From an optimization exercise on the open Yosys and OpenROAD flow, aimed at small area and a short achievable clock period; shortcuts taken in it are not production practice. In this exercise RTL edits were held to simulation tests only and were not proved equivalent to the original. Power is estimated from default activity; no workload was simulated. The clock port is modelled as an ideal driver; clocking choices that lean on that would not hold on a real chip.

File: flow/flow/run.sh
#!/bin/bash
# The standard layout with three changes:
#  - the read multiplexer of the standard synthesis is re-mapped with larger
#    AND-OR cells (flow/remap_readsel.py; registers are untouched),
#  - small port buffers (timing repair upsizes those on critical paths),
#  - a clock tree without dummy loads.
# make's output goes to standard_synth.log and standard.log here, each
# tool's own log to orfs/logs/.
set -euo pipefail
ARGS=(
  "BUFFER_PORTS_ARGS=-buffer_cell sky130_fd_sc_hd__buf_1"
  "CTS_ARGS=-sink_clustering_enable -repair_clock_nets -sink_clustering_size 30 -sink_clustering_max_diameter 100 -buf_list sky130_fd_sc_hd__clkbuf_16 -dont_use_dummy_load"
)
bash standard.sh "${ARGS[@]}" synth > standard_synth.log 2>&1
R=orfs/results/sky130hd/fifo/base
cp $R/1_2_yosys.v $R/1_2_yosys_standard.v
python3 flow/remap_readsel.py $R/1_2_yosys_standard.v $R/1_2_yosys.v > remap.log 2>&1
# rebuild the synthesis database from the re-mapped netlist
rm -f $R/1_synth.odb $R/1_synth.sdc
bash standard.sh "${ARGS[@]}" finish > standard.log 2>&1
File: flow/flow/remap_readsel.py
#!/usr/bin/env python3
"""Rebuild the read multiplexer of the synthesized netlist.

The read port of the FIFO is dout[b] <= stage[j][b] for the one j whose
active-low predecode registers lo_n[j%4] and hi_n[j/4] are both low.  This
script removes the combinational cells that Yosys/ABC made for that
multiplexer (the cells whose outputs reach only the D pins of the dout
registers) and builds it again as 32 select lines, nor2(lo_n, hi_n), feeding
an AND-OR per bit made of a222oi/a22oi, nand4/nand3 and or3 cells.
Registers are untouched; the function is unchanged.

usage: remap_readcone.py IN.v OUT.v
"""
import re
import sys
from collections import defaultdict

P = 'sky130_fd_sc_hd__'
src = open(sys.argv[1]).read()

inst_re = re.compile(r'^\s*(' + P + r'\w+)\s+(\S+)\s*\((.*?)\);\n', re.M | re.S)
pin_re = re.compile(r'\.(\w+)\(([^()]*)\)')
OUTS = {'X', 'Y', 'Q', 'Q_N', 'SUM', 'COUT', 'HI', 'LO'}
cells = {}
for m in inst_re.finditer(src):
    pins = {k: v.strip() for k, v in pin_re.findall(m.group(3))}
    cells[m.group(2)] = dict(type=m.group(1), pins=pins, span=m.span())


def is_seq(n):
    return re.search(r'__(s?e?df|dl)', cells[n]['type']) is not None


drv = {}
loads = defaultdict(list)
for n, c in cells.items():
    for k, v in c['pins'].items():
        if k in OUTS:
            drv[v] = n
        else:
            loads[v].append((n, k))
# nets read by assign statements (e.g. ports) count as outside loads
for a, b in re.findall(r'assign\s+(\S+)\s*=\s*(\S+?)\s*;', src):
    loads[b].append(('<assign>', a))


def flop(name_re):
    r = {}
    for n in cells:
        m = re.fullmatch(name_re, n)
        if m and is_seq(n):
            r[tuple(int(g) for g in m.groups())] = n
    return r


dout = flop(r'\\dout\[(\d+)\]\$\S*')
lo_n = flop(r'\\lo_n\[(\d+)\]\$\S*')
hi_n = flop(r'\\hi_n\[(\d+)\]\$\S*')
stage = flop(r'\\stage\[(\d+)\]\[(\d+)\]\$\S*')
assert len(dout) == 32 and len(lo_n) == 4 and len(hi_n) == 8 and len(stage) == 1024
lo_q = [cells[lo_n[(i,)]]['pins']['Q'] for i in range(4)]
hi_q = [cells[hi_n[(i,)]]['pins']['Q'] for i in range(8)]
stage_q = {k: cells[n]['pins']['Q'] for k, n in stage.items()}
d_nets = {cells[dout[(b,)]]['pins']['D']: b for b in range(32)}

# the fan-in cone of the dout D pins, up to registers and ports
cone = set()
stack = list(d_nets)
while stack:
    net = stack.pop()
    n = drv.get(net)
    if n is None or n in cone or is_seq(n):
        continue
    cone.add(n)
    for k, v in cells[n]['pins'].items():
        if k not in OUTS:
            stack.append(v)

# cells of the cone whose outputs feed only the cone or the dout D pins
dpins = set((dout[(b,)], 'D') for b in range(32))
removable = set(cone)
changed = True
while changed:
    changed = False
    for n in list(removable):
        for k, v in cells[n]['pins'].items():
            if k in OUTS:
                for ld in loads[v]:
                    if ld[0] not in removable and ld not in dpins:
                        removable.discard(n)
                        changed = True
                        break
            if n not in removable:
                break
# every D net must now be driven by a removable cell
for net in d_nets:
    assert drv.get(net) in removable, net

spans = sorted(cells[n]['span'] for n in removable)
out = []
pos = 0
for a, b in spans:
    out.append(src[pos:a])
    pos = b
out.append(src[pos:])
body = ''.join(out)

wires = []
new = []
cnt = [0]


def ref(v):
    return v + ' ' if v.startswith('\\') else v


def cell(t, pins):
    cnt[0] += 1
    conn = ',\n'.join('    .%s(%s)' % (p, ref(v)) for p, v in pins)
    new.append('  %s%s rdm_c%d (\n%s\n  );\n' % (P, t, cnt[0], conn))


def wire():
    cnt[0] += 1
    w = 'rdm_n%d' % cnt[0]
    wires.append('  wire %s;\n' % w)
    return w


# one-hot select lines from the predecode registers
sel = []
for j in range(32):
    w = wire()
    cell('nor2_1', [('A', lo_q[j & 3]), ('B', hi_q[j >> 2]), ('Y', w)])
    sel.append(w)

d_of = {b: cells[dout[(b,)]]['pins']['D'] for b in range(32)}
for b in range(32):
    terms = [(sel[j], stage_q[(j, b)]) for j in range(32)]
    g = []
    for i in range(0, 30, 3):
        w = wire()
        t = terms[i:i + 3]
        cell('a222oi_1', [('A1', t[0][0]), ('A2', t[0][1]), ('B1', t[1][0]), ('B2', t[1][1]),
                          ('C1', t[2][0]), ('C2', t[2][1]), ('Y', w)])
        g.append(w)
    w = wire()
    t = terms[30:32]
    cell('a22oi_1', [('A1', t[0][0]), ('A2', t[0][1]), ('B1', t[1][0]), ('B2', t[1][1]), ('Y', w)])
    g.append(w)
    h = [wire(), wire(), wire()]
    cell('nand4_1', [('A', g[0]), ('B', g[1]), ('C', g[2]), ('D', g[3]), ('Y', h[0])])
    cell('nand4_1', [('A', g[4]), ('B', g[5]), ('C', g[6]), ('D', g[7]), ('Y', h[1])])
    cell('nand3_1', [('A', g[8]), ('B', g[9]), ('C', g[10]), ('Y', h[2])])
    cell('or3_1', [('A', h[0]), ('B', h[1]), ('C', h[2]), ('X', d_of[b])])

i = body.rindex('endmodule')
body = body[:i] + ''.join(wires) + ''.join(new) + body[i:]
open(sys.argv[2], 'w').write(body)
sys.stderr.write('remap_readsel: cone %d cells, removed %d, added %d\n'
                 % (len(cone), len(removable), len(new)))
File: flow/standard.sh
#!/bin/bash
# synth_recipe.tcl (not shown) runs the flow's synth.tcl, then flattens the netlist and writes it again
# the make line also repeats each setting of config.mk as NAME=value (left out here)
make -C /OpenROAD-flow-scripts/flow DESIGN_CONFIG=/design/flow/config.mk WORK_HOME=/design/flow/orfs CLKGATE_MAP_FILE= SYNTH_SCRIPT=/design/flow/synth_recipe.tcl "${@:-finish}"
File: flow/config.mk
export PLATFORM = sky130hd
export DESIGN_NAME = fifo
export DESIGN_NICKNAME = fifo
export VERILOG_FILES = /design/flow/design.v
export SDC_FILE = /design/flow/constraint.sdc
export NUM_CORES = 4
export LEC_CHECK = 0
export CAP_MARGIN = 20
export CORE_MARGIN = 2
export CORE_UTILIZATION = 70
export CTS_BUF_LIST = sky130_fd_sc_hd__clkbuf_16
export CTS_CLUSTER_DIAMETER = 100
export CTS_CLUSTER_SIZE = 30
export SETUP_SLACK_MARGIN = 2.7
export SLEW_MARGIN = 20
File: flow/constraint.sdc
create_clock -name core_clock -period 5.0 [get_ports {clk}]
set_input_delay 1.0000 -clock core_clock [delete_from_list [all_inputs] [get_ports {clk}]]
set_output_delay 1.0000 -clock core_clock [all_outputs]
set_load 0.01 [all_outputs]
File: flow/design.v
`timescale 1ns / 1ps
module fifo (
	input  [31:0] DI,
	input         RE,
	input         WE,
	input         clk,
	input         rst,
	output [31:0] res,
	output        read_valid,
	output        r_err,
	output        w_err
);
	reg  [4:0]  head;	 
	reg         empty, full;
	reg  [3:0]  lo_n;	 
	reg  [7:0]  hi_n;	 
	reg         rv;
	reg  [31:0] dout;
	wire rd = RE & ~empty;
	wire wr = WE & (~full | RE);
	assign r_err      = RE & empty;
	assign w_err      = WE & full;
	assign read_valid = rv;
	assign res        = dout;
	reg [31:0] stage [0:31];
	integer k;
	always @(posedge clk)
		if (wr) begin
			stage[0] <= DI;
			for (k = 1; k < 32; k = k + 1)
				stage[k] <= stage[k-1];
		end
	reg [31:0] rdata;
	integer j;
	always @(*) begin
		rdata = 32'd0;
		for (j = 0; j < 32; j = j + 1)
			rdata = rdata | ({32{~lo_n[j%4] & ~hi_n[j/4]}} & stage[j]);
	end
	wire up = wr & ~rd;
	wire dn = rd & ~wr;
	wire [4:0] head_p1 = head + 5'd1;
	wire [4:0] head_m1 = head - 5'd1;
	wire [4:0] head_next = rst ? 5'd31 : up ? head_p1 : dn ? head_m1 : head;
	always @(posedge clk) begin
		dout  <= rdata;
		rv    <= ~rst & rd;
		head  <= head_next;
		empty <= rst | (empty & ~up) | (dn & (head == 5'd0));
		full  <= ~rst & ((full & ~dn) | (up & (head == 5'd30)));
		lo_n  <= ~(4'd1 << head_next[1:0]);
		hi_n  <= ~(8'd1 << head_next[4:2]);
	end
endmodule
==> out/qor.yml, run 1 <==
outcome: "finished clean"
rr_endpoint: "dout[8]"
comb_power_share_pct: 6.9
cts.sink_count: 1076
crit_family: "buffers and inverters"
maxSlewHeadroom_pct: 22.5
hold_end: "stage[23][2]"
path_cells: "buf_8 -> and2_4 -> buf_6"
root_buffer: "clkbuf_16"
worstPathArrival_ns: 1.34
finalCriticalPeriod_ns: 2.34
grt_max_degree: 70
final_common_cell: "edfxtp_1"
gp_congestion: 0.771
drive_gt1_share_pct: 8.97
seq_power_share_pct: 69.0
cp_slowest_cell: "and2_4"
antenna_found_initial: 8
die_y_um: 232
pwr-share-clk_pct: 24.0
dr.pass1.iters: 14
wl_met3_um: 8720
cts_buffer_depth: 3
finalNetCount: 1870
numCtsBuffers: 41
fp.dieW_um: 232
synth_area_um2: 36500
fin_tns_setup_ns: 0
timing_hold_violations_final: 0
powerDensity_nw_per_um2: 408
portBuffers: 70
postCtsHoldBufs: 0
rsz0062_at_grt: "true"
insertion_delay_ns: 0.62
postSynthNetCount: 1691
slowest_delay_ns: 0.13
final-setup-viol-count: 0
tightest_slew_ns: 1.16
swShare_pct: 22.1
timing.final.crit_share_pct: 46.8
max_freq_ghz: 0.427
grt_pass1_wl_um: 113000
power_leakage_nw: 12.9
cp_num_buf_inv: 2
drc: 0
maxCapViolCount: 0
ios: 71
cp_max_fo: 3
dp.final_hpwl_um: 44000
vias: 19100
wl_um: 75800
ant_nets: 0
r2r_setup_slack_ns: 2.76
max-vdd-ir-drop_mv: 0.326
p_switching_w: 0.00357
hp-start: "stage[22][2]"
synthToLayoutAreaGrowth_pct: 8.37
fillers: 2760
path_class: "in2out"
hold_depth: 0
grt_usage_pct: 28.1
p_total_w: 0.0162
rr_startpoint: "lo_n[2]"
wl_met1_um: 30800
synth-warning-count: 2
hp-class: "reg2reg"
met2_length_um: 34900
cp-end-kind: "output port"
grt_overflow_total: 0
rows: 83
synth.avg_cell_area_um2: 22.1
final-max-slew-violation-count: 0
hold_slack_ns: 0.439
layout_common_cells: "1024 x edfxtp_1, 320 x a222oi_1, 66 x buf_1"
path_clk_slew_ns: 0.11
p_int_w: 0.0126
syn_inst: 1651
required_ns: 4.00
worst_setup_path_start_kind: "input port"
worst-r2r-cell-count: 5
htreeDepth: 2
coreArea_um2: 51400
grt_pass1_vias: 18300
top_layer: "met5"
place_worst_setup_slack_ns: 2.01
drt_iter0_drc: 4118
start_util_pct: 71.1
fin_util_pct: 77.0
die-area_um2: 54000
skew_ns: 0.0373
n_antenna_cell: 0
setup_ws_ns: 2.66
wl_per_cell_um: 30.2
viasPerCell: 7.63
cts_tree: "built"
worst max path at each step:
stage | startpoint | end | slack (ns) | cells after the start
global placement | RE | stage[23][20] | 1.75 | 5
global route | WE | w_err | 2.65 | 3
detailed placement | RE | stage[23][20] | 2.01 | 6
finish | WE | w_err | 2.66 | 3
floorplan | full | empty | -13.43 | 2
CTS | WE | w_err | 2.66 | 3
stage by stage:
step	std cells	area, um2
2_1_floorplan	1651	36600
3_3_place_gp	2457	38400
3_5_place_dp	2459	38400
4_1_cts	2501	39500
5_1_grt	2508	39600
6_report	2508	39600
area by class of cell:
type	instances	area, um2	share of cell area, %
flip-flops and latches	1076	31800	80.4
multi-input cells	567	4870	12.3
clock buffers	41	1030	2.59
repair buffers	138	996	2.52
well taps	680	851	2.15
inverters	6	22.5	0.0569
what timing repair did:
item                       in CTS  in global routing
buffers inserted                1                  7
setup endpoints to repair      98                 78
gates resized for setup        23                  3
hold endpoints to repair        0                  0
pin swaps                       4                 11
flip-flops by register name, summed over array words and instances, names as in the netlist:
name and count:
head 5, hi_n 8, rv 1, full 1, dout 32, stage 1024
empty 1, lo_n 4
routing by layer:
| metal | global-route usage, % | vias up |
|---|---|---|
| li1 | - | 7961 |
| met5 | 0 | - |
| met4 | 6.67 | 2 |
| met1 | 43.3 | 9863 |
| met2 | 42.2 | 1220 |
| met3 | 6.38 | 98 |
power by group through the flow:
stage	logic, W	registers (W)	clock network, W
floorplan	0.000550	0.0115	0
global placement	0.00107	0.0113	0
detailed placement	0.00111	0.0113	0
CTS	0.00111	0.0111	0.00397
global route	0.00121	0.0112	0.00423
finish	0.00112	0.0111	0.00388
worst register-to-register path: stages (launching register included):
cell and delay [ns]:
dfxtp_4 0.47, nor2_2 0.07, buf_4 0.27, a222oi_1 0.42, nand4_1 0.39, or3_1 0.49
==> inputs of run 2 (changes only) <==
--- a/flow/flow/run.sh
+++ b/flow/flow/run.sh
@@ -1,6 +1,7 @@
 #!/bin/bash
 # The standard layout with three changes:
-#  - the read multiplexer of the standard synthesis is re-mapped with larger
-#    AND-OR cells (flow/remap_readsel.py; registers are untouched),
+#  - the read multiplexer of the standard synthesis is rebuilt as 32 select
+#    lines, nor2 of the predecode registers lo_n/hi_n, feeding AND-OR cells
+#    (flow/remap_readsel.py; registers are untouched),
 #  - small port buffers (timing repair upsizes those on critical paths),
 #  - a clock tree without dummy loads.
==> run 2 against run 1 <==
Compared with the run above:
- still clean on timing, DRC and antenna
- synthesized cell count unchanged
- sequential share of layout area unchanged
- worst hold slack unchanged
- first-iteration DRC count unchanged
- routed wire length unchanged
- global-route usage unchanged
- register-to-register slack about the same
- largest cell class unchanged
==> out/qor.yml, run 2 <==
outcome: "finished clean"
start_util_pct: 71.1  # unchanged
rr_endpoint: "dout[8]"
largest_reg_flops: 1024  # unchanged
place_area_um2: 38400  # unchanged
numCtsBuffers: 41  # unchanged
grt_usage_pct: 28.1  # unchanged
final_cell_area_um2: 39600  # unchanged
path_clk_slew_ns: 0.11  # about the same
grt_pass1_wl_um: 113000  # unchanged
insertion_delay_ns: 0.62  # about the same
slowest_delay_ns: 0.13  # about the same
synthToLayoutAreaGrowth_pct: 8.37  # unchanged
viasPerCell: 7.63  # unchanged
cts_tree: "built"
root_buffer: "clkbuf_16"
skew_ns: 0.0373  # unchanged
worstPathArrival_ns: 1.34  # about the same
tightest_slew_ns: 1.16  # unchanged
final_common_cell: "edfxtp_1"
r2r_setup_slack_ns: 2.76  # about the same
rr_startpoint: "lo_n[2]"
required_ns: 4.00  # about the same
fp.dieW_um: 232  # unchanged
synth_area_um2: 36500  # unchanged
wl_per_cell_um: 30.2  # unchanged
n_antenna_cell: 0  # unchanged
synth.avg_cell_area_um2: 22.1  # unchanged
path_cells: "buf_8 -> and2_4 -> buf_6"
coreArea_um2: 51400  # unchanged
die_y_um: 232  # unchanged
maxSlewHeadroom_pct: 22.5  # unchanged
powerDensity_nw_per_um2: 408  # unchanged
antenna_found_initial: 8  # unchanged
cp_slowest_cell: "and2_4"
drt_iter0_drc: 4118  # unchanged
comb_power_share_pct: 6.9  # about the same
htreeDepth: 2  # unchanged
reg.largest.list: "stage (1024), dout (32), hi_n (8)"
die-area_um2: 54000  # unchanged
max-vdd-ir-drop_mv: 0.326  # unchanged
place_worst_setup_slack_ns: 2.01  # unchanged
timing.final.crit_share_pct: 46.8  # unchanged
final-max-slew-violation-count: 0  # unchanged
p_switching_w: 0.00357  # unchanged
crit_family: "buffers and inverters"
p_int_w: 0.0126  # unchanged
postCtsHoldBufs: 0  # unchanged
timing_hold_violations_final: 0  # unchanged
dr.pass1.iters: 14  # unchanged
hold_depth: 0  # unchanged
grt_pass1_vias: 18300  # unchanged
pwr-share-clk_pct: 24.0  # about the same
cp_max_fo: 3  # unchanged
hp-class: "reg2reg"
rsz0062_at_grt: "true"
postSynthNetCount: 1691  # unchanged
gp_congestion: 0.771  # unchanged
top_register: "stage"
grt_max_degree: 70  # unchanged
drc: 0  # unchanged
grt_overflow_total: 0  # unchanged
fin_tns_setup_ns: 0  # unchanged
drive_gt1_share_pct: 8.97  # unchanged
setup_ws_ns: 2.66  # unchanged
seq_power_share_pct: 69.0  # about the same
swShare_pct: 22.1  # unchanged
wl_um: 75800  # unchanged
dp.final_hpwl_um: 44000  # unchanged
path_class: "in2out"
hp-start: "stage[22][2]"
power_leakage_nw: 12.9  # unchanged
cts_buffer_depth: 3  # unchanged
worst_setup_path_start_kind: "input port"
rows: 83  # unchanged
finalCriticalPeriod_ns: 2.34  # unchanged
worst-r2r-cell-count: 5  # unchanged
ant_nets: 0  # unchanged
cp-end-kind: "output port"
maxCapViolCount: 0  # unchanged
synth-warning-count: 2  # unchanged
layout_common_cells: "1024 x edfxtp_1, 320 x a222oi_1, 66 x buf_1"
portBuffers: 70  # unchanged
cp_num_buf_inv: 2  # unchanged
finalNetCount: 1870  # unchanged
cts.sink_count: 1076  # unchanged
vias: 19100  # unchanged
max_freq_ghz: 0.427  # unchanged
hold_end: "stage[23][2]"
ios: 71  # unchanged
final-setup-viol-count: 0  # unchanged
syn_inst: 1651  # unchanged
## run 2: area by class of cell
type	count	area, um2
clock buffer	41	1030
fill	2760	11800
inverter	6	22.5
multi-input combinational	567	4870
sequential	1076	31800
tap	680	851
timing repair buffer	138	996
## run 2: stage by stage
| stage | instances | hold WS, ns | total power [W] | util, % |
|---|---|---|---|---|
| after detailed placement | 2459 | 0.431 | 0.0124 | 74.7 |
| after global placement | 2457 | 0.428 | 0.0124 | 74.6 |
| after CTS | 2501 | 0.444 | 0.0162 | 76.9 |
| final | 2508 | 0.439 | 0.0162 | 77.0 |
| after global routing | 2508 | 0.464 | 0.0167 | 77.0 |
| after floorplan | 1651 | 0.426 | 0.0121 | - |
## run 2: how the worst max path moves through the flow
stage | from | slack (ns) | to | depth (start not counted)
5_1_grt | WE | 2.65 | w_err | 3
3_3_place_gp | RE | 1.75 | stage[23][20] | 5
2_1_floorplan | full | -13.43 | empty | 2
3_5_place_dp | RE | 2.01 | stage[23][20] | 6
6_report | WE | 2.66 | w_err | 3
4_1_cts | WE | 2.66 | w_err | 3
## run 2: repair_timing
item / CTS / global route
setup buffers: 1 / 7
resized for setup: 23 / 3
endpoints found under the setup margin: 98 / 78
pin swaps: 4 / 11
gates cloned: 0 / 0
hold endpoints to repair: 0 / 0
## run 2: routing by layer
layer	part of all wire, %	global-route usage, %
met1	41	43.3
met2	46	42.2
met3	11	6.38
met4	1.8	6.67
met5	0.017	0
## run 2: power by group through the flow
stage | Clock, W | Sequential, W | Combinational, W
2_1_floorplan | 0 | 0.0115 | 0.000550
3_3_place_gp | 0 | 0.0113 | 0.00107
3_5_place_dp | 0 | 0.0113 | 0.00111
4_1_cts | 0.00397 | 0.0111 | 0.00111
5_1_grt | 0.00423 | 0.0112 | 0.00121
6_report | 0.00388 | 0.0111 | 0.00112
==> inputs of run 3 (changes only) <==
--- a/flow/config.mk
+++ b/flow/config.mk
@@ -6,5 +6,5 @@
 export NUM_CORES = 4
 export LEC_CHECK = 0
-export CAP_MARGIN = 20
+export CAP_MARGIN = 10
 export CORE_MARGIN = 2
 export CORE_UTILIZATION = 70
@@ -13,3 +13,3 @@
 export CTS_CLUSTER_SIZE = 30
 export SETUP_SLACK_MARGIN = 2.7
-export SLEW_MARGIN = 20
+export SLEW_MARGIN = 10
==> run 3 against run 2 <==
Compared with the run above:
- clock power is essentially flat
- combinational power is essentially flat
- die area is the same
- fmax shrank 0.12%
- global-route usage grew 0.22 points
- worst setup slack lost 0.0027 ns
- synthesized cell count is the same
- flip-flop and latch count is the same
- critical path type unchanged
- count of clock-buffer cells in the layout is the same
- utilization grew 0.078 points
- critical path depth is the same
==> out/qor.yml, run 3 <==
vias: 19200  # +0.052%
worst_setup_path_start_kind: "input port"
ios: 71  # unchanged
ant_nets: 0  # unchanged
met2_length_um: 35500  # +1.7%
postCtsHoldBufs: 0  # unchanged
required_ns: 4.00  # about the same
grt_overflow_total: 0  # unchanged
final_common_cell: "edfxtp_1"
timing.final.crit_share_pct: 46.9  # +0.054 points
antenna_found_initial: 8  # unchanged
drc: 0  # unchanged
top_register: "stage"
cts.sink_count: 1076  # unchanged
viasPerCell: 7.62  # -0.19%
finalCriticalPeriod_ns: 2.34  # +0.00271 ns
htreeDepth: 2  # unchanged
die-area_um2: 54000  # unchanged
cts_buffer_depth: 3  # unchanged
grt_usage_pct: 28.4  # +0.22 points
regArea_um2: 31800  # about the same
final-max-slew-violation-count: 0  # unchanged
wl_per_cell_um: 30.5  # +0.76%
die_y_um: 232  # unchanged
wl_met3_um: 9400  # +7.8%
grt_pass1_vias: 18300  # -0.098%
worstPathArrival_ns: 1.34  # about the same
powerDensity_nw_per_um2: 408  # +0.11%
reg.largest.list: "stage (1024), dout (32), hi_n (8)"
power_leakage_nw: 12.9  # +0.14%
skew_ns: 0.0300  # -0.00723 ns
grt_max_degree: 70  # unchanged
coreArea_um2: 51400  # unchanged
largest_reg_flops: 1024  # unchanged
fin_util_pct: 77.1  # +0.078 points
path_clk_slew_ns: 0.11  # about the same
rows: 83  # unchanged
finalNetCount: 1874  # +0.21%
fin_cells: 2514  # +0.24%
fillers: 2741  # -0.69%
root_buffer: "clkbuf_16"
drt_iter0_drc: 3934  # -4.5%
place_worst_setup_slack_ns: 1.71  # -0.299 ns
dp.cells: 2457  # -0.081%
max-vdd-ir-drop_mv: 0.321  # -1.4%
final-setup-viol-count: 0  # unchanged
insertion_delay_ns: 0.62  # about the same
outcome: "finished clean"
synthToLayoutAreaGrowth_pct: 8.47
fp.dieW_um: 232  # unchanged
path_class: "in2out"
grt_pass1_wl_um: 114000  # +0.58%
dp.final_hpwl_um: 43900  # -0.38%
synth.avg_cell_area_um2: 22.1  # unchanged
start_util_pct: 71.1  # unchanged
dr.pass1.iters: 13  # -1
wl_met1_um: 30400  # -1.5%
synth_area_um2: 36500  # unchanged
fin_tns_setup_ns: 0  # unchanged
max_freq_ghz: 0.427  # -0.12%
gp_congestion: 0.771  # unchanged
cp-end-kind: "output port"
numCtsBuffers: 41  # unchanged
drive_gt1_share_pct: 9.28  # +0.31 points
maxCapViolCount: 0  # unchanged
top_layer: "met5"
setup_ws_ns: 2.66  # -0.00271 ns
wl_um: 76600  # +1.0%
postSynthNetCount: 1691  # unchanged
syn_inst: 1651  # unchanged
multi_input_comb_area_um2: 4900  # +0.54%
hp-class: "reg2reg"
rsz0062_at_grt: "true"
maxSlewHeadroom_pct: 21.0  # -1.5 points
tightest_slew_ns: 1.18  # +0.0220 ns
synth-warning-count: 2  # unchanged
cp_max_fo: 2  # -1
cts_tree: "built"
layout_common_cells: "1024 x edfxtp_1, 320 x a222oi_1, 66 x buf_1"
portBuffers: 70  # unchanged
timing_hold_violations_final: 0  # unchanged
-- run 3: what timing repair did --
action,CTS,global route
setup buffers,5,8
gates cloned,1,0
resized for setup,23,11
pin swaps,2,6
setup endpoints to repair,985,222
-- run 3: path summary, 6_finish.rpt --
path | startpoint | slack [ns] | to | depth (start not counted)
worst min-delay path | stage[7][9] | 0.44 | stage[8][9] | 0
worst max-delay path | WE | 2.66 | w_err | 3
worst min register to register | stage[7][9] | 0.44 | stage[8][9] | 0
worst max register to register | lo_n[3] | 2.77 | dout[26] | 5
-- run 3: layout make-up --
class | instances | area share, %
diodes | 2 | 0.0126
flip-flops and latches | 1076 | 80.3
clock buffers | 41 | 2.59
well taps | 680 | 2.15
repair buffers | 141 | 2.51
inverters | 6 | 0.0568
multi-input cells | 568 | 12.4
-- run 3: power by group --
part / switching [W] / internal (W)
Sequential: 0.000429 / 0.0107
Combinational: 0.000763 / 0.000367
Clock: 0.00242 / 0.00149
-- run 3: metal layers --
layer	up-vias	global-route usage, %
li1	7973	-
met1	9845	42.5
met5	-	0
met2	1243	42.5
met3	89	7.99
met4	4	6.75
-- run 3: critical path, cell delays in order --
cell    delay, ns
buf_12       0.10
and2_4       0.13
buf_6        0.11
-- run 3: through the flow --
step | hold slack [ns] | total power [W] | cell area, um2
after floorplan | 0.426 | 0.0121 | 36600
after global placement | 0.428 | 0.0124 | 38400
after detailed placement | 0.431 | 0.0124 | 38400
after CTS | 0.447 | 0.0162 | 39500
after global routing | 0.458 | 0.0167 | 39600
final | 0.442 | 0.0162 | 39600
==> inputs of run 4 (changes only) <==
--- a/flow/config.mk
+++ b/flow/config.mk
@@ -12,4 +12,4 @@
 export CTS_CLUSTER_DIAMETER = 100
 export CTS_CLUSTER_SIZE = 30
-export SETUP_SLACK_MARGIN = 2.7
+export SETUP_SLACK_MARGIN = 2.68
 export SLEW_MARGIN = 10
==> run 4 against run 3 <==
Compared with the run above:
- count of clock-buffer cells in the layout unchanged
- clock power about the same
- sequential share of layout area up 0.57 points
- die area is the same
- worst setup slack worse by 0.0040 ns
- highest routed layer is now met4
- critical path depth unchanged
- total power hardly changed
- sequential power about the same
- non-clock buffer count fell by 29
==> out/qor.yml, run 4 <==
grt_pass1_wl_um: 110000  # -2.8%
largest_reg_flops: 1024  # unchanged
power_leakage_nw: 12.7  # -1.2%
outcome: "finished clean"
rows: 83  # unchanged
cts_tree: "built"
die_y_um: 232  # unchanged
maxSlewHeadroom_pct: 26.1  # +5.0 points
vias: 18900  # -1.1%
timing.final.crit_share_pct: 46.9  # +0.079 points
synth.avg_cell_area_um2: 22.1  # unchanged
viasPerCell: 7.63  # +0.12%
timing_hold_violations_final: 0  # unchanged
dr.pass1.iters: 11  # -2
worst_setup_path_start_kind: "input port"
path_clk_slew_ns: 0.10  # about the same
wl_um: 74900  # -2.1%
finalCriticalPeriod_ns: 2.35  # +0.00396 ns
reg.largest.list: "stage (1024), dout (32), hi_n (8)"
cts_buffer_depth: 3  # unchanged
hold_depth: 0  # unchanged
final_common_cell: "edfxtp_1"
numCtsBuffers: 41  # unchanged
root_buffer: "clkbuf_16"
setup_ws_ns: 2.65  # -0.00396 ns
syn_inst: 1651  # unchanged
top_register: "stage"
path_cells: "buf_6 -> and2_4 -> buf_6"
crit_top_cell: "buf_6"
tightest_slew_ns: 1.11  # -0.0755 ns
cp_slowest_cell: "and2_4"
powerDensity_nw_per_um2: 411  # +0.68%
slowest_delay_ns: 0.14  # about the same
postCtsHoldBufs: 0  # unchanged
layout_common_cells: "1024 x edfxtp_1, 320 x a222oi_1, 66 x buf_1"
rsz0062_at_grt: "true"
worstPathArrival_ns: 1.35  # about the same
cp-end-kind: "output port"
start_util_pct: 71.1  # unchanged
skew_ns: 0.0269  # -0.00315 ns
wl_per_cell_um: 30.2  # -0.91%
ant_nets: 0  # unchanged
grt_pass1_vias: 17700  # -3.0%
ios: 71  # unchanged
postSynthNetCount: 1691  # unchanged
coreArea_um2: 51400  # unchanged
final-setup-viol-count: 0  # unchanged
worst-r2r-cell-count: 5  # unchanged
cp_max_fo: 2  # unchanged
maxCapViolCount: 0  # unchanged
place_worst_setup_slack_ns: 2.03  # +0.324 ns
final-max-slew-violation-count: 0  # unchanged
cts.sink_count: 1076  # unchanged
synth-warning-count: 2  # unchanged
synth_area_um2: 36500  # unchanged
drt_iter0_drc: 4233  # +7.6%
finalNetCount: 1844  # -1.6%
die-area_um2: 54000  # unchanged
path_class: "in2out"
grt_overflow_total: 0  # unchanged
max_freq_ghz: 0.426  # -0.17%
dp.cells: 2435  # -0.90%
synthToLayoutAreaGrowth_pct: 7.68
drc: 0  # unchanged
grt_usage_pct: 27.6  # -0.74 points
fin_cells: 2483  # -1.2%
gp_congestion: 0.793  # +2.9%
htreeDepth: 2  # unchanged
portBuffers: 70  # unchanged
max-vdd-ir-drop_mv: 0.464  # +44%
grt_max_degree: 147  # +110%
drive_gt1_share_pct: 7.66  # -1.6 points
antenna_found_initial: 4  # -4
fin_tns_setup_ns: 0  # unchanged
required_ns: 4.00  # about the same
insertion_delay_ns: 0.61  # about the same
hp-class: "reg2reg"
dp.final_hpwl_um: 41900  # -4.4%
fp.dieW_um: 232  # unchanged
[run 4: critical path, delay by kind of cell]
| family | cells | cell delay (ns) |
|---|---|---|
| simple gates | 1 | 0.14 |
| buf+inv | 2 | 0.21 |
[run 4: stage by stage]
step                hold WS, ns  util, %  total power, W  instance area, um2
finish                    0.443     76.5          0.0162               39300
global route              0.444     76.5          0.0167               39300
CTS                       0.438     76.4          0.0162               39300
detailed placement        0.431     74.3          0.0125               38200
global placement          0.427     74.3          0.0124               38200
floorplan                 0.426        -          0.0121               36500
[run 4: report_power, final]
part	internal (W)	switching, W
combinational	0.000339	0.000765
sequential	0.0107	0.000457
clock	0.00149	0.00240
total	0.0126	0.00362
[run 4: timing repair]
item                       in CTS  in global routing
setup endpoints to repair      33                378
gates resized for setup        14                 13
pin swaps                       2                  6
buffers inserted                3                  3
[run 4: final timing paths]
kind | startpoint | slack [ns] | endpoint
worst max-delay path | RE | 2.65 | r_err
worst min-delay path | stage[8][16] | 0.44 | stage[9][16]
worst max register to register | lo_n[1] | 2.74 | dout[20]
worst min register to register | stage[8][16] | 0.44 | stage[9][16]
[run 4: layout make-up]
class / instances / area [um2]
repair buffers: 112 / 752
inverters: 6 / 22.5
well taps: 680 / 851
multi-input cells: 567 / 4870
fillers: 2756 / 12100
diodes: 1 / 2.50
clock buffers: 41 / 1030
flip-flops and latches: 1076 / 31800
[run 4: routing by layer]
layer	global-route usage [%]	wire, um	vias up
met1	44.1	30500	9701
li1	-	-	7896
met5	0	0	-
met3	6.81	9640	79
met4	5.33	1070	0
met2	40.1	33700	1265

-- what the ideal ports hide --
In the flow no input, the clock included, has a driving cell. The finished layouts below were timed again as built, in two steps. Step 1, drivers: a clkbuf_16 drives clk and a buf_2 each remaining input, both assumed. Step 2 times the ports against the registers' clock, not the clock port: input delays grow and output delays shrink by t, the midpoint of the rising clock arrivals with the driver on. Slacks: ideal ports / drivers / drivers and shift; pairs: ideal ports / drivers.
run	t, ns	setup slack, ns	slew at the worst register clock pin (ns)
run 1	0.657	2.660 / 2.620 / 2.145	0.11 / 0.11
run 2	0.657	2.660 / 2.620 / 2.145	0.11 / 0.11
run 3	0.661	2.657 / 2.610 / 2.076	0.11 / 0.11
run 4	0.651	2.653 / 2.612 / 2.062	0.11 / 0.11
After both steps setup and hold are still met in every run listed. The setup slack of run 4, which loses most, moves by -0.041 ns with the drivers and by -0.591 ns with both steps.
